This is an optimization exercise on Yosys and OpenROAD, whose aim is small area and a short achievable clock period, not a production implementation.
Power and IR drop assume default switching activity.

Setup of job 6380:
Design reciprocal_divider, start of the top module:
module reciprocal_divider (
    input  clk,
    input  rst,
    input  [15:0] u,
    input  [15:0] v,
    output reg [15:0] q
);
    wire [16:0] hz;
    assign hz[16] = 1'b1;
    assign hz[15] = hz[16] & ~v[15];
    assign hz[14] = hz[15] & ~v[14];
    assign hz[13] = hz[14] & ~v[13];
    assign hz[12] = hz[13] & ~v[12];
    assign hz[11] = hz[12] & ~v[11];
    assign hz[10] = hz[11] & ~v[10];
    assign hz[9] = hz[10] & ~v[9];
    assign hz[8] = hz[9] & ~v[8];
    assign hz[7] = hz[8] & ~v[7];
    assign hz[6] = hz[7] & ~v[6];
    assign hz[5] = hz[6] & ~v[5];
    assign hz[4] = hz[5] & ~v[4];
    assign hz[3] = hz[4] & ~v[3];
    assign hz[2] = hz[3] & ~v[2];
    assign hz[1] = hz[2] & ~v[1];
    assign hz[0] = hz[1] & ~v[0];
    wire [15:0] nv = ~v;
    wire [15:0] qr;
    wire [0:0] r15_a, r15_t, r15_g, r15_c;
    assign r15_a = u[15];
    assign r15_t = r15_a ^ nv[0:0];
    assign r15_g = r15_a & nv[0:0];
    wire r15_G0_0 = r15_a[0] | nv[0];
    assign r15_c[0] = r15_G0_0;
    assign qr[15] = hz[1] & r15_c[0];
    wire [0:0] r15_d = ~r15_t;
    wire [0:0] rm15 = qr[15] ? r15_d : r15_a;
    wire [1:0] r14_a, r14_t, r14_g, r14_c;
    assign r14_a = {rm15[0:0], u[14]};
    assign r14_t = r14_a ^ nv[1:0];
    assign r14_g = r14_a & nv[1:0];
    wire r14_G0_0 = r14_a[0] | nv[0];
    wire r14_G1_1 = r14_g[1] | (r14_t[1] & r14_G0_0);
    assign r14_c[0] = r14_G0_0;
    assign r14_c[1] = r14_G1_1;
    assign qr[14] = hz[2] & r14_c[1];
    wire [1:0] r14_d = r14_t ^ {r14_c[0:0], 1'b1};
    wire [1:0] rm14 = qr[14] ? r14_d : r14_a;
    wire [2:0] r13_a, r13_t, r13_g, r13_c;
    assign r13_a = {rm14[1:0], u[13]};
    assign r13_t = r13_a ^ nv[2:0];
    assign r13_g = r13_a & nv[2:0];
    wire r13_G0_0 = r13_a[0] | nv[0];
    wire r13_G1_1 = r13_g[1] | (r13_t[1] & r13_G0_0);
    wire r13_G2_2 = r13_g[2] | (r13_t[2] & r13_G1_1);
    assign r13_c[0] = r13_G0_0;
    assign r13_c[1] = r13_G1_1;
    assign r13_c[2] = r13_G2_2;
    assign qr[13] = hz[3] & r13_c[2];
    wire [2:0] r13_d = r13_t ^ {r13_c[1:0], 1'b1};
    wire [2:0] rm13 = qr[13] ? r13_d : r13_a;
    wire [3:0] r12_a, r12_t, r12_g, r12_c;
    assign r12_a = {rm13[2:0], u[12]};
    assign r12_t = r12_a ^ nv[3:0];
  ...
For scale: ~850 cells after synthesis, about 50 I/O pins.
clock: 55.0 ns
lec_check: 0
abc_area: 1
cap_margin: 20
core_margin: 2
core_utilization: 70
slew_margin: 20
standard.sh (not shown) runs the stock make flow with config.mk's settings and CLKGATE_MAP_FILE= SYNTH_SCRIPT=/design/flow/synth_recipe.tcl, a recipe that flattens the netlist after the stock synthesis.
==> flow/flow/run.sh <==
#!/bin/bash
# Standard ORFS layout; the ports are buffered with the smallest buffer
# (buf_1) instead of the resizer's default choice.
set -euo pipefail
bash standard.sh "BUFFER_PORTS_ARGS=-buffer_cell sky130_fd_sc_hd__buf_1" finish > standard.log 2>&1
--- input diff job 6380..job 5979 ---
Settings: swapping 70 for 40 in CORE_UTILIZATION.
==> flow/run.sh (new file) <==
#!/bin/bash
# synth_recipe.tcl (not shown) runs the flow's synth.tcl, then flattens the netlist and writes it again
# the make line also repeats each setting of config.mk as NAME=value (left out here)
make -C /OpenROAD-flow-scripts/flow DESIGN_CONFIG=/design/flow/config.mk WORK_HOME=/design/flow/orfs CLKGATE_MAP_FILE= SYNTH_SCRIPT=/design/flow/synth_recipe.tcl finish
removed: flow/flow/run.sh
removed: flow/standard.sh
The flow did not stop early for job 5979: all stages ran, and the layout cleared the timing, DRC and antenna checks.
Job 6380 reached the final stage; the timing, DRC and antenna checks on its layout passed.
Total number of placement rows in job 5979 is 35% above job 6380.
On combinational power: job 5979 sits above job 6380.
In job 5979 relative to job 6380, area of all placed cells without fillers had gone up by a few percent.
Input-level comparison between job 735 and job 5979:
==> flow/flow/run.sh (new file) <==
#!/bin/bash
# Standard ORFS layout, with repair_timing aiming for 20 ns of setup slack
# at the design's clock period and constraints.
set -euo pipefail
bash standard.sh SETUP_SLACK_MARGIN=20 finish > standard.log 2>&1
==> flow/standard.sh (new file) <==
#!/bin/bash
# synth_recipe.tcl (not shown) runs the flow's synth.tcl, then flattens the netlist and writes it again
# the make line also repeats each setting of config.mk as NAME=value (left out here)
make -C /OpenROAD-flow-scripts/flow DESIGN_CONFIG=/design/flow/config.mk WORK_HOME=/design/flow/orfs CLKGATE_MAP_FILE= SYNTH_SCRIPT=/design/flow/synth_recipe.tcl "${@:-finish}"
removed: flow/run.sh
Notes after the runs:
- Data-path buffer share of cell area in the final layout (higher): job 735
- Compared with job 5979, job 735 is the more power-hungry design.
- Compared to job 5979, job 735 has combined global-route utilization of all metal layers 3.3 points higher.
- Comparing the two runs side by side, job 735 comes out ahead of job 5979 on final critical delay including setup and external delays.
No run of this note included a check of the RTL's function; only the layout flow was run.


## run B
reciprocal_divider again, from the RTL that the note above started with.
==> flow/design.v (excerpt) <==
module reciprocal_divider (
    input  clk,
    input  rst,
    input  [15:0] u,
    input  [15:0] v,
    output reg [15:0] q
);
    wire [16:0] hz;
    assign hz[16] = 1'b1;
    assign hz[15] = hz[16] & ~v[15];
    assign hz[14] = hz[15] & ~v[14];
    assign hz[13] = hz[14] & ~v[13];
    assign hz[12] = hz[13] & ~v[12];
    assign hz[11] = hz[12] & ~v[11];
    assign hz[10] = hz[11] & ~v[10];
    assign hz[9] = hz[10] & ~v[9];
    assign hz[8] = hz[9] & ~v[8];
    assign hz[7] = hz[8] & ~v[7];
    assign hz[6] = hz[7] & ~v[6];
    assign hz[5] = hz[6] & ~v[5];
    assign hz[4] = hz[5] & ~v[4];
    assign hz[3] = hz[4] & ~v[3];
    assign hz[2] = hz[3] & ~v[2];
    assign hz[1] = hz[2] & ~v[1];
    assign hz[0] = hz[1] & ~v[0];
    wire [15:0] nv = ~v;
    wire [15:0] qr;
    wire [0:0] r15_a, r15_t, r15_g, r15_c;
    assign r15_a = u[15];
    assign r15_t = r15_a ^ nv[0:0];
    assign r15_g = r15_a & nv[0:0];
    wire r15_G0_0 = r15_a[0] | nv[0];
    assign r15_c[0] = r15_G0_0;
    assign qr[15] = hz[1] & r15_c[0];
    wire [0:0] r15_d = ~r15_t;
    wire [0:0] rm15 = qr[15] ? r15_d : r15_a;
    wire [1:0] r14_a, r14_t, r14_g, r14_c;
    assign r14_a = {rm15[0:0], u[14]};
    assign r14_t = r14_a ^ nv[1:0];
    assign r14_g = r14_a & nv[1:0];
    wire r14_G0_0 = r14_a[0] | nv[0];
    wire r14_G1_1 = r14_g[1] | (r14_t[1] & r14_G0_0);
    assign r14_c[0] = r14_G0_0;
    assign r14_c[1] = r14_G1_1;
    assign qr[14] = hz[2] & r14_c[1];
  ...
Settings: LEC_CHECK=0, ABC_AREA=1, CAP_MARGIN=20, CORE_MARGIN=2, CORE_UTILIZATION=70, SLEW_MARGIN=20; clock period 55.0 ns.
run.sh (not shown) runs the stock make flow with config.mk's settings and CLKGATE_MAP_FILE= SYNTH_SCRIPT=/design/flow/synth_recipe.tcl, a recipe that flattens the netlist after the stock synthesis.
Stock flow here: none of the scripts above is used.
Run B: PASS, flow complete, no timing, DRC or antenna violations
Here is what was changed in the inputs of run C compared with run B.
- swapping 70 for 40 in CORE_UTILIZATION
==> flow/flow/run.sh (new file) <==
#!/bin/bash
# Standard ORFS layout, with repair_timing aiming for 10 ns of setup slack
# at the design's clock period and constraints.
set -euo pipefail
bash standard.sh SETUP_SLACK_MARGIN=10 finish > standard.log 2>&1
==> flow/standard.sh (new file) <==
#!/bin/bash
# synth_recipe.tcl (not shown) runs the flow's synth.tcl, then flattens the netlist and writes it again
# the make line also repeats each setting of config.mk as NAME=value (left out here)
make -C /OpenROAD-flow-scripts/flow DESIGN_CONFIG=/design/flow/config.mk WORK_HOME=/design/flow/orfs CLKGATE_MAP_FILE= SYNTH_SCRIPT=/design/flow/synth_recipe.tcl "${@:-finish}"
removed: flow/run.sh
Signed area change from the synthesized netlist to the final layout (lower): run B
Overall die height: lower on run B
Sort run C and run B by clock power share, ascending, and run B comes first.
Share of the clock period used by the worst path down 1.2 points in run C wrt run B
Run C ends up with a slack of the critical path that is 0.67 ns higher than in run B.
Function was not checked in any run of this note: the RTL went through the layout flow alone.


reciprocal_divider, a different RTL version from the one above (not shown whole).
Size: about 1000 cells after synthesis, roughly 50 I/O pins, about 6900 um^2 of cells after synthesis.
## reciprocal_divider
module reciprocal_divider (
    input  clk,
    input  rst,
    input  [15:0] u,
    input  [15:0] v,
    output reg [15:0] q
);
make LEC_CHECK=0 ABC_AREA=1 CAP_MARGIN=20 CORE_MARGIN=2 CORE_UTILIZATION=40 SLEW_MARGIN=20 finish   # period 55.0 ns
Stock flow here: none of the scripts above is used.
The first run produced a clean layout.
Next try:
- ABC_AREA: 1 -> unset
What happened: The changed run produced a clean layout; sequential power stays flat; hold slack hardly moves; global-route usage climbs by 6.4 points; clock-buffer cell count stays the same; cell area climbs by about a fifth; fmax drops by a few percent; worst setup slack loses 980 ps; final cell count climbs by a few percent; synthesized area climbs by about a fifth; core utilization climbs by 0.23 points; clock power drops by a few percent.
No run of this note included a check of the RTL's function; only the layout flow was run.

port drivers added, routing unchanged:
The flow's constraints put no driver on any port. The routed layouts listed below were extracted and timed again, unchanged, in two steps.
Step 1 (the two cells are an assumption about what drives the block):
set clk [get_ports {clk}]
set_driving_cell -lib_cell sky130_fd_sc_hd__clkbuf_16 $clk
set_driving_cell -lib_cell sky130_fd_sc_hd__buf_2 [delete_from_list [all_inputs] $clk]
Step 2 times the ports against the registers' clock, not the clock port: input delays grow and output delays shrink by t, the midpoint of the rising clock arrivals with the driver on.
Slacks: ideal ports / drivers / drivers and shift; pairs: ideal ports / drivers.
run	t (ns)	setup WS [ns]	slew at the worst register clock pin (ns)
job 6380	0.278	13.865 / 13.869 / 13.591	0.07 / 0.07
job 5979	0.276	13.790 / 13.797 / 13.521	0.05 / 0.05
job 735	0.280	19.524 / 19.532 / 19.252	0.05 / 0.05
run B	0.276	13.118 / 13.113 / 12.837	0.07 / 0.07
run C	0.276	13.790 / 13.797 / 13.521	0.05 / 0.05
the first run of note 3	0.287	13.377 / 13.391 / 13.104	0.06 / 0.06
the second run of note 3	0.283	12.397 / 12.408 / 12.125	0.06 / 0.06
After both steps every run listed still meets setup and hold. For run B, which loses most, drivers alone change the setup slack by -0.005 ns; drivers and shift together by -0.281 ns.
